From an optimization exercise on the open Yosys and OpenROAD flow, aimed at small area; shortcuts taken in it are not production practice.
Only simulation tests tie the RTL to the original design; equivalence was not proved.
No driver is modelled on the clock port, so clocking that relies on it looks cheaper here than on a real chip.
Power and IR drop assume default switching activity.

### config.mk
export PLATFORM = sky130hd
export DESIGN_NAME = CPWindowAdding
export DESIGN_NICKNAME = CPWindowAdding
export VERILOG_FILES = /design/flow/design.v
export SDC_FILE = /design/flow/constraint.sdc
export NUM_CORES = 4
export LEC_CHECK = 0
export CAP_MARGIN = 20
export CORE_MARGIN = 2
export CORE_UTILIZATION = 70
export PLACE_DENSITY = 0.65
export SLEW_MARGIN = 20
### constraint.sdc
create_clock -name core_clock -period 6.5 [get_ports {SYS_CLK}]
set_input_delay 1.3000 -clock core_clock [delete_from_list [all_inputs] [get_ports {SYS_CLK}]]
set_output_delay 1.3000 -clock core_clock [all_outputs]
set_load 0.01 [all_outputs]
### design.v
`timescale 1 ns / 1 ps
`timescale 1 ns / 1 ps
module CPWindowAdding(
	input SYS_CLK,
	input RST,
	input [27:0] DATA_IN,
	input [6:0] DATA_INDEX_IN,
	input DATA_IN_VALID,
	output reg [27:0] DATA_OUT,
    output reg DATA_OUT_LAST,
	output reg DATA_OUT_VALID 
);
reg [128*28-1:0] delay_line;
always @ (posedge SYS_CLK)
    delay_line <= {delay_line[127*28-1:0], DATA_IN};
wire [27:0] delayed_128 = delay_line[128*28-1:127*28];  
wire [27:0] delayed_127 = delay_line[127*28-1:126*28];  
reg read_active;
reg [6:0] read_count;
always @ (posedge SYS_CLK)
    begin
        if (RST)
            read_active <= 1'b0;
        else
            read_active <= (read_active && read_count != 7'd127) || DATA_INDEX_IN == 7'd127;
        read_count <= read_active ? read_count + 1'b1 : 7'd0;
    end
reg [26:0] prev_first_half;
always @ (posedge SYS_CLK)
    begin
        if (RST)
            prev_first_half <= 27'd0;
        else if (DATA_INDEX_IN == 7'd127)
            prev_first_half <= delayed_127[27:1];
    end
localparam BLK = 2;
wire [27:0] win_a = {DATA_IN[27], DATA_IN[27:1]};
wire [27:0] win_b = {prev_first_half[26], prev_first_half};
wire [27:0] win_s0;         
wire [27:0] win_rc;         
wire [28/BLK:0] win_bc;     
wire [27:0] window;
assign win_bc[0] = 1'b0;
genvar gi;
generate for (gi = 0; gi < 28; gi = gi + 1) begin : bits
    wire cin = (gi % BLK == 0) ? 1'b0 : win_rc[gi-1];
    assign win_s0[gi] = win_a[gi] ^ win_b[gi] ^ cin;
    assign win_rc[gi] = (win_a[gi] & win_b[gi]) | (cin & (win_a[gi] ^ win_b[gi]));
end
for (gi = 0; gi < 28; gi = gi + BLK) begin : blocks
    wire [BLK-1:0] s0 = win_s0[gi+BLK-1:gi];
    wire [BLK:0] ones;      
    assign ones[0] = 1'b1;
    genvar gj;
    for (gj = 0; gj < BLK; gj = gj + 1) begin : inc
        assign ones[gj+1] = ones[gj] & s0[gj];
        assign window[gi+gj] = s0[gj] ^ (win_bc[gi/BLK] & ones[gj]);
    end
    assign win_bc[gi/BLK+1] = win_rc[gi+BLK-1] | (win_bc[gi/BLK] & ones[BLK]);
end endgenerate
always @ (posedge SYS_CLK)
    begin
        if (DATA_INDEX_IN == 7'd96)
            DATA_OUT <= window;
        else if (DATA_INDEX_IN > 7'd96)
            DATA_OUT <= DATA_IN;
        else
            DATA_OUT <= delayed_128;
    end
always @ (posedge SYS_CLK)
    begin
        if(RST)
        	begin
                DATA_OUT_LAST <= 1'b0;
        		DATA_OUT_VALID <= 1'b0;
        	end
        else
        	begin
                DATA_OUT_LAST <= read_active && read_count == 7'd127;
        		if (DATA_INDEX_IN >= 7'd96 || read_active)
        		    DATA_OUT_VALID <= 1'b1;
        		else if (~DATA_IN_VALID)
        		    DATA_OUT_VALID <= 1'b0;
        	end
    end
endmodule
### flow/run.sh
#!/bin/bash
# Own flow: the standard layout (standard.sh) with a leaner clock tree:
# clkbuf_8 buffers over clusters of at most 20 flip-flops and no dummy
# loads. rebalance.tcl (after CTS) and grt_rebalance.tcl (after global
# routing) move flip-flops off any leaf buffer whose clock slew comes out high.
# The ports are buffered with buf_1. make's full output goes to
# standard_flow.log and each ORFS step's log to orfs/logs/.
set -euo pipefail
export CTS_ARGS="-sink_clustering_enable -repair_clock_nets -dont_use_dummy_load -buf_list sky130_fd_sc_hd__clkbuf_8 -sink_clustering_size 20 -sink_clustering_max_diameter 50"
export BUFFER_PORTS_ARGS="-buffer_cell sky130_fd_sc_hd__buf_1"
export POST_CTS_TCL="$(pwd)/flow/rebalance.tcl"
export POST_GLOBAL_ROUTE_TCL="$(pwd)/flow/grt_rebalance.tcl"
bash standard.sh finish > standard_flow.log 2>&1
### flow/grt_rebalance.tcl
set grt_slew_limit 0.124
set grt_slew_target 0.112
set grt_max_reach 40000 ;# dbu: how far a flip-flop may be from its new buffer
set ::grt_block [ord::get_db_block]

proc grt_leaf_info {} {
  # name -> {worst sink slew, x, y} for every leaf clock buffer
  set info [dict create]
  foreach inst [get_cells -quiet clkbuf_leaf_*] {
    set name [get_full_name $inst]
    set worst 0
    set y [get_pins -of_objects $inst -filter "direction==output"]
    foreach pin [get_pins -quiet -of_objects [get_nets -of_objects $y] -filter "direction==input"] {
      set s [get_property $pin slew_max]
      if {$s > $worst} { set worst $s }
    }
    set loc [[$::grt_block findInst $name] getLocation]
    dict set info $name [list $worst [lindex $loc 0] [lindex $loc 1]]
  }
  return $info
}

set grt_moved 0
set grt_started 0
for {set round 1} {$round <= 20} {incr round} {
  estimate_parasitics -global_routing
  set info [grt_leaf_info]
  set slow {}
  dict for {name v} $info {
    if {[lindex $v 0] > $grt_slew_limit} { lappend slow $name }
  }
  puts "grt_rebalance: round $round, [llength $slow] leaf buffers over $grt_slew_limit ns"
  if {[llength $slow] == 0} { break }
  if {!$grt_started} {
    global_route -start_incremental
    set grt_started 1
  }
  set taken {}
  set moved_now 0
  foreach name $slow {
    lassign [dict get $info $name] s bx by
    set net [[$::grt_block findInst $name] findITerm X]
    set net [$net getNet]
    set far ""
    set fard -1
    foreach it [$net getITerms] {
      if {[$it isOutputSignal]} { continue }
      set loc [[$it getInst] getLocation]
      set d [expr {abs([lindex $loc 0]-$bx) + abs([lindex $loc 1]-$by)}]
      if {$d > $fard} { set fard $d; set far $it; set fx [lindex $loc 0]; set fy [lindex $loc 1] }
    }
    if {$far eq ""} { continue }
    set best ""
    set bestd $grt_max_reach
    dict for {other v} $info {
      if {$other eq $name || [lsearch -exact $taken $other] >= 0} { continue }
      if {[lindex $v 0] > $grt_slew_target} { continue }
      set d [expr {abs([lindex $v 1]-$fx) + abs([lindex $v 2]-$fy)}]
      if {$d < $bestd} { set bestd $d; set best $other }
    }
    if {$best eq ""} { continue }
    lappend taken $best
    set to [[[$::grt_block findInst $best] findITerm X] getNet]
    $far disconnect
    $far connect $to
    incr grt_moved
    incr moved_now
  }
  if {$moved_now == 0} { break }
  # route the changed nets before estimating again
  global_route -end_incremental
  global_route -start_incremental
}
if {$grt_started} {
  global_route -end_incremental
  estimate_parasitics -global_routing
  write_guides $::env(RESULTS_DIR)/route.guide
}
set worst 0
dict for {name v} [grt_leaf_info] { if {[lindex $v 0] > $worst} { set worst [lindex $v 0] } }
puts "grt_rebalance: moved $grt_moved flip-flop clock pins; worst leaf sink slew now $worst ns"
### flow/rebalance.tcl
set leaf_slew_limit 0.106
set leaf_slew_target 0.100
set max_reach 50000 ;# dbu: how far a flip-flop may be from its new buffer

set ::block [ord::get_db_block]

proc leaf_info {} {
  # name -> {slew x y} for every leaf clock buffer
  set info [dict create]
  foreach inst [get_cells -quiet clkbuf_leaf_*] {
    set name [get_full_name $inst]
    set worst 0
    set y [get_pins -of_objects $inst -filter "direction==output"]
    foreach pin [get_pins -quiet -of_objects [get_nets -of_objects $y] -filter "direction==input"] {
      set s [get_property $pin slew_max]
      if {$s > $worst} { set worst $s }
    }
    set dbi [$::block findInst $name]
    set loc [$dbi getLocation]
    dict set info $name [list $worst [lindex $loc 0] [lindex $loc 1]]
  }
  return $info
}

proc leaf_net {name} {
  return [[$::block findInst $name] findITerm X]
}

set moved 0
for {set round 1} {$round <= 60} {incr round} {
  estimate_parasitics -placement
  set info [leaf_info]
  set slow {}
  dict for {name v} $info {
    if {[lindex $v 0] > $leaf_slew_limit} { lappend slow $name }
  }
  if {$round == 1 || [llength $slow] == 0} {
    puts "rebalance: round $round, [llength $slow] leaf buffers over $leaf_slew_limit ns"
  }
  if {[llength $slow] == 0} { break }
  set taken {}
  foreach name $slow {
    lassign [dict get $info $name] s bx by
    set net [[leaf_net $name] getNet]
    # the farthest flip-flop clock pin on this leaf
    set far ""
    set fard -1
    foreach it [$net getITerms] {
      if {[$it isOutputSignal]} { continue }
      set loc [[$it getInst] getLocation]
      set d [expr {abs([lindex $loc 0]-$bx) + abs([lindex $loc 1]-$by)}]
      if {$d > $fard} { set fard $d; set far $it; set fx [lindex $loc 0]; set fy [lindex $loc 1] }
    }
    if {$far eq ""} { continue }
    # the nearest leaf buffer with slew to spare
    set best ""
    set bestd $max_reach
    dict for {other v} $info {
      if {$other eq $name || [lsearch -exact $taken $other] >= 0} { continue }
      if {[lindex $v 0] > $leaf_slew_target} { continue }
      set d [expr {abs([lindex $v 1]-$fx) + abs([lindex $v 2]-$fy)}]
      if {$d < $bestd} { set bestd $d; set best $other }
    }
    if {$best eq ""} { continue }
    lappend taken $best
    set to [[leaf_net $best] getNet]
    $far disconnect
    $far connect $to
    incr moved
  }
}
estimate_parasitics -placement
set worst 0
dict for {name v} [leaf_info] { if {[lindex $v 0] > $worst} { set worst [lindex $v 0] } }
puts "rebalance: moved $moved flip-flop clock pins; worst leaf sink slew now $worst ns"
### standard.sh
#!/bin/bash
# synth_recipe.tcl (not shown) runs the flow's synth.tcl, then flattens the netlist and writes it again
# the make line also repeats each setting of config.mk as NAME=value (left out here)
make -C /OpenROAD-flow-scripts/flow DESIGN_CONFIG=/design/flow/config.mk WORK_HOME=/design/flow/orfs CLKGATE_MAP_FILE= SYNTH_SCRIPT=/design/flow/synth_recipe.tcl "${@:-finish}"
==> results of run 1 <==
==> synth_stat cells, types with 2 or more instances <==
library cell | instances | share of area (%)
dfxtp_1 | 3649 | 97
nand2_1 | 105 | 0.52
inv_1 | 40 | 0.20
a21oi_1 | 30 | 0.20
ha_1 | 26 | 0.43
a22oi_1 | 17 | 0.17
fa_1 | 14 | 0.37
o21ai_0 | 14 | 0.093
xnor2_1 | 13 | 0.15
nand2b_1 | 8 | 0.067
clkbuf_1 | 7 | 0.035
mux2i_1 | 7 | 0.093
nor2_1 | 7 | 0.035
and2_1 | 6 | 0.050
buf_2 | 5 | 0.033
nor3b_1 | 5 | 0.050
a221o_1 | 4 | 0.053
buf_4 | 4 | 0.040
nand3_1 | 3 | 0.020
nor2b_1 | 3 | 0.025
xor2_1 | 3 | 0.035
o21a_1 | 2 | 0.020
o41ai_1 | 2 | 0.023
or3_1 | 2 | 0.017
==> worst max-delay path, stage by stage <==
cell,delay (ns)
buf_1,0.49
ha_1,0.27
inv_1,0.05
fa_1,0.52
nand2b_1,0.14
o21ai_0,0.12
o41ai_1,0.62
o31ai_1,0.16
fa_1,0.39
nor4_1,0.28
a221o_1,0.14
==> flip-flops by register name (all words and copies together), names as in the netlist <==
register and count:
DATA_OUT_LAST 1, prev_first_half 27, read_count 7, delay_line 3584, DATA_OUT 28, read_active 1
DATA_OUT_VALID 1
==> stage by stage <==
stage / std cells / cell area, um2 / power (mW) / hold WS [ns]
floorplan: 3991 / 75200 / 23.4 / 0.310
global placement: 5449 / 77200 / 23.5 / 0.309
detailed placement: 5449 / 77200 / 23.5 / 0.312
finish: 5659 / 80000 / 31.6 / 0.297
==> cells by family (layout without fill, tap and decap cells) <==
kind of cell    after synthesis  count (layout)  share of synthesized area, %
fa+ha+maj                    40              40                         0.805
xor+xnor                     16              16                         0.186
flops                      3649            3649                          97.1
compound gates               74              74                         0.612
simple gates                149             149                         0.892
buf+inv                      56             315                         0.308
other cells                   0               6                             0
mux                           7               7                        0.0931
==> how the worst max path moves through the flow <==
| stage | from | end | slack [ns] | depth (start not counted) |
|---|---|---|---|---|
| floorplan | DATA_IN[11] | DATA_OUT[27] | 2.81 | 11 |
| global placement | DATA_IN[21] | DATA_OUT[27] | 2.10 | 11 |
| detailed placement | DATA_IN[21] | DATA_OUT[27] | 2.06 | 11 |
| finish | DATA_IN[21] | DATA_OUT[27] | 2.82 | 11 |
==> power by group through the flow <==
stage                     registers [mW]  clock network (mW)  logic (mW)
final                               22.9                8.58      0.0834
after global placement              23.4                   0      0.0823
after floorplan                     23.4                   0      0.0342
after detailed placement            23.5                   0      0.0841
==> area by class of cell <==
type | instances | share of cell area (%)
flip-flops and latches | 3649 | 91.3
clock buffers | 204 | 3.51
multi-input cells | 286 | 2.45
well taps | 1403 | 2.19
repair buffers | 71 | 0.353
inverters | 40 | 0.188
diodes | 6 | 0.0188
==> layer usage <==
| layer | track usage, % | part of all wire, % | up-vias |
|---|---|---|---|
| met3 | 3.54 | 5.0 | 173 |
| met5 | 0 | 0.015 | - |
| met2 | 18.0 | 34 | 381 |
| met1 | 26.1 | 59 | 11427 |
| li1 | - | - | 12653 |
| met4 | 5.44 | 2.4 | 2 |
==> flow_metrics.env, run 1 <==
export IMPL_r2r_end="DATA_OUT[27]"
export IMPL_required_ns=7.31
export IMPL_die_w_um=332
export IMPL_hold_path_depth=0
export IMPL_p_leak_nw=32.4
export IMPL_syn_nets=4069
export IMPL_worstPathArrival_ns=4.50
export IMPL_clkTransAtPathRegs_ns=0.10
export IMPL_fin_skew_ns=0.0592
export IMPL_maxCapViolCount=0
export IMPL_outcome="no timing/DRC/antenna violations"
export IMPL_drtIter0Drc=1198
export IMPL_max_freq_ghz=0.272
export IMPL_worst_setup_path_type="primary input to flip-flop"
export IMPL_final_cell_mix="dfxtp_1, clkbuf_8, nand2_1, buf_1, inv_1"
export IMPL_synth_edf_count=0
export IMPL_comb_power_share_pct=0.3
export IMPL_synth_seq_area_share_pct=97.1
export IMPL_period_share_pct=56.6
export IMPL_synthDistinctLibCells=39
export IMPL_switching_share_pct=18.8
export IMPL_clock_sinks=3649
export IMPL_antenna_found_initial=9
export IMPL_drv_slew=0
export IMPL_dp_hpwl_um=45600
export IMPL_cp_start_kind="primary input"
export IMPL_multiInputGateArea_um2=1960
export IMPL_grt_pass1_vias=23909
export IMPL_drt_wl_total_um=81400
export IMPL_reg2reg_slack_ns=3.35
export IMPL_hold_end="delay_line[3392]"
export IMPL_io_buffers=67
export IMPL_hold_violations=0
export IMPL_syn_inst=3991
export IMPL_yosys_warnings=1
export IMPL_fin_crit_ns=3.68
export IMPL_drive_gt1_share_pct=5.06
export IMPL_area_growth_pct=6.37
export IMPL_synthArstFlopShare_pct=0
export IMPL_clk_latency_ns=0.87
export IMPL_syn_area_um2=75200
export IMPL_layout_nets=4330
export IMPL_ir_worst_vdd_mv=0.313
export IMPL_crit_path_end_kind="flip-flop"
export IMPL_min_path_type="flip-flop to flip-flop"
export IMPL_fp_row_count=120
export IMPL_seqPwrFrac_pct=72.6
export IMPL_drc=0
export IMPL_fillers=6303
export IMPL_die_area_um2=110000
export IMPL_setup_viol_count_final=0
export IMPL_post_synth_cell_area_avg_um2=18.8
export IMPL_viasPerCell=4.35
export IMPL_core_area_um2=107000
export IMPL_layout_core_utilization_pct=74.9
export IMPL_fin_ws_ns=2.82
export IMPL_place_congestion=0.762
export IMPL_critPathMaxFanout=3
export IMPL_wl_per_cell_um=14.4
export IMPL_power_switching_mw=5.93
export IMPL_p_int_mw=25.7
export IMPL_synth_main_ff_cell="dfxtp_1"
export IMPL_initial_core_util_pct=70.4
export IMPL_timing_rr_start="prev_first_half[6]"
export IMPL_max_slew_worst_pin_slew_ns=1.00
export IMPL_post_place_ws_ns=2.06
export IMPL_grt_pass1_wl_um=128000
export IMPL_r2r_cells=11
export IMPL_grt_max_degree=39
export IMPL_grtUsageTotal_pct=15.1
export IMPL_slew_headroom_pct=33.3
export IMPL_seqCellArea_um2=73100
export IMPL_clkPwrFrac_pct=27.2
export IMPL_vias=24636
export IMPL_cts_tree="built"
export IMPL_firstDrtPassIters=4
export IMPL_pin_count=68
export IMPL_synth_seq_cells=3649
export IMPL_final_common_cell="dfxtp_1"
export IMPL_fp_dieH_um=332
export IMPL_grt_overflow_total=0
export IMPL_worstHoldStart="delay_line[3364]"
export IMPL_pwr_density_cell_nw_per_um2=395
export IMPL_drtAntennaViolNets=0
export IMPL_fin_setup_tns_ns=0
==> run 2: changes to the inputs <==
--- a/config.mk
+++ b/config.mk
@@ -9,4 +9,4 @@
 export CORE_MARGIN = 2
-export CORE_UTILIZATION = 70
-export PLACE_DENSITY = 0.65
+export CORE_UTILIZATION = 72
+export PLACE_DENSITY = 0.7
 export SLEW_MARGIN = 20
==> run 2 against run 1 <==
  * Synthesized cell count stayed put
  * Via count is 0.43% lower
  * Sequential share of layout area hardly changed
  * Global-route usage is 0.70 points higher
  * Worst setup slack better by 0.048 ns
  * Clock skew is 0.019 ns lower
  * Register-to-register slack worse by 0.24 ns
  * Die area is 2.7% lower
  * Core utilization is 2.3 points higher
  * Count of clock-buffer cells in the layout stayed put
  * Routed wire length is 0.77% higher
  * First-iteration DRC count is 3.3% higher
  * Largest power group unchanged
==> flow_metrics.env, run 2 <==
export IMPL_period_share_pct=55.9
export IMPL_drt_wl_total_um=82100
export IMPL_die_area_um2=107000
export IMPL_synth_most_common_cell="dfxtp_1"
export IMPL_max_freq_ghz=0.275
export IMPL_dp_hpwl_um=45200
export IMPL_synth_main_ff_cell="dfxtp_1"
export IMPL_drc=0
export IMPL_final_common_cell="dfxtp_1"
export IMPL_worstPathArrival_ns=4.44
export IMPL_syn_inst=3991
export IMPL_yosys_top_cells_area="dfxtp_1, nand2_1, ha_1, fa_1, a21oi_1"
export IMPL_die_w_um=327
export IMPL_path_cells="buf_1 > ha_1 > inv_1 > fa_1 > nand2b_1 > o2bb2ai_1 > nor4_2 > o41ai_1 > o31ai_1 > fa_1 > nor4_1 > a221o_1"
export IMPL_fin_skew_ns=0.0406
export IMPL_crit_path_end_kind="flip-flop"
export IMPL_synth_xor_xnor_area_share_pct=0.186
export IMPL_path_common_cell="fa_1"
export IMPL_wl_per_cell_um=14.6
export IMPL_yosys_area_top_type="dfxtp_1"
export IMPL_initial_core_util_pct=72.6
export IMPL_synth_seq_area_share_pct=97.1
export IMPL_p_leak_nw=32.4
export IMPL_clk_latency_ns=0.87
export IMPL_grt_pass1_vias=24256
export IMPL_fp_row_count=118
export IMPL_grtUsageTotal_pct=15.8
export IMPL_outcome="no timing/DRC/antenna violations"
export IMPL_clock_sinks=3649
export IMPL_synthMuxAreaShare_pct=0.0931
export IMPL_io_buffers=67
export IMPL_synth_compound_area_share_pct=0.612
export IMPL_synth_top_family_by_area="simple AND/OR/NAND/NOR gates"
export IMPL_layout_core_utilization_pct=77.2
export IMPL_firstDrtPassIters=5
export IMPL_vias=24529
export IMPL_worst_setup_path_type="primary input to flip-flop"
export IMPL_viasPerCell=4.35
export IMPL_fin_crit_ns=3.63
export IMPL_yosys_warnings=1
export IMPL_dp_cells=5425
export IMPL_place_congestion=0.756
export IMPL_slew_headroom_pct=37.0
export IMPL_synth_edf_count=0
export IMPL_syn_nets=4069
export IMPL_cts_tree="built"
export IMPL_fillers=5653
export IMPL_largest_register_ffs=3584
export IMPL_post_synth_cell_area_avg_um2=18.8
export IMPL_reg_top3="delay_line (3584), DATA_OUT (28), prev_first_half (27)"
export IMPL_drive_gt1_share_pct=5.06
export IMPL_layout_nets=4329
export IMPL_syn_area_um2=75200
export IMPL_largest_register="delay_line"
export IMPL_drtAntennaViolNets=0
export IMPL_clkTransAtPathRegs_ns=0.11
export IMPL_stdcell_count=5633
export IMPL_synthDistinctLibCells=39
export IMPL_crit_family="compound AO/OA/AOI/OAI gates"
export IMPL_pwr_density_cell_nw_per_um2=396
export IMPL_maxCapViolCount=0
export IMPL_synth_simple_area_share_pct=0.891
export IMPL_multiInputGateArea_um2=1960
export IMPL_grt_overflow_total=0
export IMPL_core_area_um2=104000
export IMPL_synth_commonest_cells="dfxtp_1, nand2_1, inv_1"
export IMPL_pin_count=68
export IMPL_fin_setup_tns_ns=0
export IMPL_seqCellArea_um2=73100
export IMPL_synth_top_cell_area_share_pct=97.1
export IMPL_cp_buffers_inverters=2
export IMPL_antenna_found_initial=6
export IMPL_fp_dieH_um=327
export IMPL_setup_viol_count_final=0
export IMPL_cp_start_kind="primary input"
export IMPL_synth_seq_cells=3649
export IMPL_drtIter0Drc=1238
export IMPL_ir_worst_vdd_mv=0.348
export IMPL_final_cell_mix="dfxtp_1, clkbuf_8, nand2_1, buf_1, inv_1"
export IMPL_synth_fa_ha_area_share_pct=0.805
export IMPL_grt_max_degree=39
export IMPL_grt_pass1_wl_um=130000
export IMPL_drv_slew=0
export IMPL_critPathMaxFanout=3
export IMPL_max_slew_worst_pin_slew_ns=0.944
export IMPL_area_growth_pct=6.32
export IMPL_synthArstFlopShare_pct=0
export IMPL_cpPeakStageDelay_ns=0.79
export IMPL_cpMaxStageDelayCell="o41ai_1"
export IMPL_hold_violations=0
export IMPL_min_path_type="flip-flop to flip-flop"
export IMPL_required_ns=7.30
## run 2: changes by cell type in the layout (fill, tap and decap cells not counted), sizes merged
| cell | change |
|---|---|
| diode | -2 |
| buf | -1 |
## run 2: routing by layer
metal	vias to the layer above	wire length [um]	global-route usage, %
met3	169	3630	3.65
met4	4	1960	5.76
li1	12640	-	-
met1	11391	47100	26.7
met2	325	29300	19.6
met5	-	23	0
## run 2: where the power goes
group	switching, mW	internal [mW]	leakage [nW]
sequential	0.115	22.8	29.9
clock	5.80	2.83	1.47
combinational	0.0550	0.0246	0.983
## run 2: logic make-up after synthesis
| logic type | after synthesis |
|---|---|
| flops | 3649 |
| simple gates | 149 |
| compound gates | 74 |
| buf+inv | 56 |
| fa+ha+maj | 40 |
| xor+xnor | 16 |
| mux | 7 |
## run 2: area by class of cell
cell class / instances / share of cell area (%)
sequential: 3649 / 91.3
clock buffer: 204 / 3.51
multi-input combinational: 286 / 2.45
tap: 1380 / 2.16
timing repair buffer: 70 / 0.344
inverter: 40 / 0.188
antenna: 4 / 0.0125
## run 2: stage by stage
stage / worst slack [ns] / power (mW) / hold WS, ns / area, um2
floorplan: 2.81 / 23.4 / 0.310 / 75200
detailed placement: 1.96 / 23.5 / 0.312 / 77200
global placement: 2.05 / 23.5 / 0.309 / 77200
finish: 2.87 / 31.6 / 0.304 / 80000
## run 2: final timing paths
| kind | startpoint | endpoint | slack, ns | cells past startpoint |
|---|---|---|---|---|
| setup / recovery | DATA_IN[7] | DATA_OUT[27] | 2.87 | 12 |
| hold / removal | delay_line[1783] | delay_line[1811] | 0.30 | 0 |
| setup reg to reg | prev_first_half[12] | DATA_OUT[27] | 3.11 | 11 |
| hold reg to reg | delay_line[1783] | delay_line[1811] | 0.30 | 0 |
==> run 3: changes to the inputs <==
--- a/flow/run.sh
+++ b/flow/run.sh
@@ -2,3 +2,3 @@
 # Own flow: the standard layout (standard.sh) with a leaner clock tree:
-# clkbuf_8 buffers over clusters of at most 20 flip-flops and no dummy
+# clkbuf_8 buffers over clusters of at most 21 flip-flops and no dummy
 # loads. rebalance.tcl (after CTS) and grt_rebalance.tcl (after global
@@ -8,3 +8,3 @@
 set -euo pipefail
-export CTS_ARGS="-sink_clustering_enable -repair_clock_nets -dont_use_dummy_load -buf_list sky130_fd_sc_hd__clkbuf_8 -sink_clustering_size 20 -sink_clustering_max_diameter 50"
+export CTS_ARGS="-sink_clustering_enable -repair_clock_nets -dont_use_dummy_load -buf_list sky130_fd_sc_hd__clkbuf_8 -sink_clustering_size 21 -sink_clustering_max_diameter 50"
 export BUFFER_PORTS_ARGS="-buffer_cell sky130_fd_sc_hd__buf_1"
--- a/config.mk
+++ b/config.mk
@@ -9,4 +9,4 @@
 export CORE_MARGIN = 2
-export CORE_UTILIZATION = 72
-export PLACE_DENSITY = 0.7
+export CORE_UTILIZATION = 70
+export PLACE_DENSITY = 0.65
 export SLEW_MARGIN = 20
==> run 3 against run 2 <==
  * Clock power fell by 1%
  * Via count increased by 0.31%
  * Critical path type unchanged
  * Sequential power is essentially flat
  * Largest power group unchanged
==> flow_metrics.env, run 3 <==
export IMPL_crit_path_end_kind="flip-flop"
export IMPL_path_cells="buf_1 > ha_1 > inv_1 > fa_1 > nand2b_1 > o21ai_0 > o41ai_1 > o31ai_1 > fa_1 > nor4_1 > a221o_1"
export IMPL_period_share_pct=56.8
export IMPL_critPathMaxFanout=3
export IMPL_max_freq_ghz=0.271
export IMPL_seqCellArea_um2=73100
export IMPL_yosys_warnings=1
export IMPL_grtUsageTotal_pct=15.1
export IMPL_path_common_cell="fa_1"
export IMPL_required_ns=7.30
export IMPL_slew_headroom_pct=32.1
export IMPL_clkTransAtPathRegs_ns=0.12
export IMPL_die_w_um=332
export IMPL_place_congestion=0.762
export IMPL_wl_per_cell_um=14.4
export IMPL_layout_core_utilization_pct=74.8
export IMPL_finalPower_mw=31.5
export IMPL_synth_main_ff_cell="dfxtp_1"
export IMPL_setup_viol_count_final=0
export IMPL_clock_sinks=3649
export IMPL_fp_row_count=120
export IMPL_synth_commonest_cells="dfxtp_1, nand2_1, inv_1"
export IMPL_synthArstFlopShare_pct=0
export IMPL_multiInputGateArea_um2=1960
export IMPL_synth_edf_count=0
export IMPL_dp_hpwl_um=45600
export IMPL_viasPerCell=4.35
export IMPL_syn_area_um2=75200
export IMPL_firstDrtPassIters=4
export IMPL_post_synth_cell_area_avg_um2=18.8
export IMPL_p_leak_nw=32.4
export IMPL_area_growth_pct=6.26
export IMPL_yosys_area_top_type="dfxtp_1"
export IMPL_drtIter0Drc=1121
export IMPL_worstPathArrival_ns=4.49
export IMPL_fp_dieH_um=332
export IMPL_min_path_type="flip-flop to flip-flop"
export IMPL_cpMaxStageDelayCell="o41ai_1"
export IMPL_syn_nets=4069
export IMPL_cts_tree="built"
export IMPL_fin_crit_ns=3.69
export IMPL_initial_core_util_pct=70.4
export IMPL_synth_most_common_cell="dfxtp_1"
export IMPL_wl_met1_um=47300
export IMPL_antenna_found_initial=8
export IMPL_reg_top3="delay_line (3584), DATA_OUT (28), prev_first_half (27)"
export IMPL_grt_pass1_vias=23856
export IMPL_synth_top_cell_area_share_pct=97.1
export IMPL_drt_wl_total_um=81600
export IMPL_place_area_um2=77200
export IMPL_yosys_top_cells_area="dfxtp_1, nand2_1, ha_1, fa_1, a21oi_1"
export IMPL_drv_slew=0
export IMPL_die_area_um2=110000
export IMPL_drive_gt1_share_pct=4.92
export IMPL_hold_violations=0
export IMPL_pin_count=68
export IMPL_fin_skew_ns=0.0503
export IMPL_max_slew_worst_pin_slew_ns=1.02
export IMPL_drc=0
export IMPL_fin_area_um2=79900
export IMPL_synth_seq_cells=3649
export IMPL_outcome="no timing/DRC/antenna violations"
export IMPL_largest_register_ffs=3584
export IMPL_final_cell_mix="dfxtp_1, clkbuf_8, nand2_1, buf_1, inv_1"
export IMPL_syn_inst=3991
export IMPL_highest_layer="met5"
export IMPL_routed_wl_met2_um=28000
export IMPL_maxCapViolCount=0
export IMPL_final_common_cell="dfxtp_1"
export IMPL_synth_seq_area_share_pct=97.1
export IMPL_largest_register="delay_line"
export IMPL_pwr_density_cell_nw_per_um2=394
export IMPL_cpPeakStageDelay_ns=0.61
export IMPL_synthDistinctLibCells=39
export IMPL_layout_nets=4324
export IMPL_core_area_um2=107000
export IMPL_hold_slack_ns=0.304
export IMPL_fillers=6348
export IMPL_grt_overflow_total=0
export IMPL_worst_setup_path_type="primary input to flip-flop"
export IMPL_vias=24606
export IMPL_cp_start_kind="primary input"
export IMPL_clk_latency_ns=0.85
export IMPL_met3_length_um=4260
export IMPL_io_buffers=67
export IMPL_grt_pass1_wl_um=129000
export IMPL_grt_max_degree=39
export IMPL_drtAntennaViolNets=0
export IMPL_fin_setup_tns_ns=0
export IMPL_ir_worst_vdd_mv=0.335
[run 3: cell counts after synthesis]
No cell type changed its count.
[run 3: cell families (layout without fill, tap and decap cells)]
kind of cell | after synthesis | after routing | synth area share, %
DFF | 3649 | 3649 | 97.1
AOI/OAI and AO/OA | 74 | 74 | 0.612
xor gates and xnor gates | 16 | 16 | 0.186
other | 0 | 5 | 0
muxes | 7 | 7 | 0.0931
buffers and inverters | 56 | 309 | 0.308
and+or+nand+nor | 149 | 149 | 0.892
adders and majority gates | 40 | 40 | 0.805
[run 3: routing by layer]
metal	track usage [%]	vias to the layer above
met4	5.31	2
met2	18.2	356
li1	-	12639
met1	25.9	11422
met5	0	-
met3	3.80	187
[run 3: through the flow]
step,cells,worst slack (ns)
floorplan,3991,2.81
finish,5652,2.81
detailed placement,5449,2.06
global placement,5449,2.10
[run 3: layout make-up]
| class | count | share of cell area (%) |
|---|---|---|
| multi-input cells | 286 | 2.45 |
| flip-flops and latches | 3649 | 91.4 |
| clock buffers | 198 | 3.41 |
| inverters | 40 | 0.188 |
| well taps | 1403 | 2.20 |
| diodes | 5 | 0.0157 |
| repair buffers | 71 | 0.354 |
[run 3: path summary, 6_finish.rpt]
path,start,end,slack (ns),cells past startpoint
hold / removal,delay_line[79],delay_line[107],0.30,0
setup / recovery,DATA_IN[21],DATA_OUT[27],2.81,11
hold reg to reg,delay_line[79],delay_line[107],0.30,0
setup reg to reg,prev_first_half[6],DATA_OUT[27],3.35,11
[run 3: power breakdown]
group          switching (mW)  internal (mW)
combinational          0.0587         0.0246
sequential              0.117           22.8
clock                    5.76           2.75
total                    5.93           25.6
[run 3: worst max-delay path: cells and delay by family]
kind | cells | cell delay, ns
buffers and inverters | 2 | 0.53
adder cells (fa/ha/maj) | 3 | 1.18
AO/OA/AOI/OAI | 4 | 1.03
AND/OR/NAND/NOR | 2 | 0.43

-- afterwards: timing with drivers on the ports --
The flow's constraints put no driver on any port. The routed layouts listed below were extracted and timed again, unchanged, in two steps. Step 1: set_driving_cell puts a clkbuf_16 on SYS_CLK and a buf_2 on each other input, an assumption about the parent block. Step 2 also shifts input and output timing later by t, the mid clock arrival at the registers, as if the neighbouring blocks saw the same clock. Slacks: no drivers / after step 1 / after step 2; pairs: no drivers / after step 1.
run | t, ns | slack for setup (ns) | hold slack, ns | slew at the worst register clock pin (ns) | worst data-port slew with drivers (ns)
run 1 | 0.915 | 2.818 / 2.856 / 1.941 | 0.297 / 0.297 / 0.297 | 0.11 / 0.11 | 0.07
run 2 | 0.933 | 2.866 / 2.909 / 1.976 | 0.304 / 0.304 / 0.304 | 0.12 / 0.12 | 0.17
run 3 | 0.899 | 2.811 / 2.848 / 1.948 | 0.304 / 0.304 / 0.304 | 0.12 / 0.12 | 0.07
After both steps setup and hold are still met in every run listed. The setup slack of run 2, which loses most, moves by +0.043 ns with the drivers and by -0.890 ns with both steps.
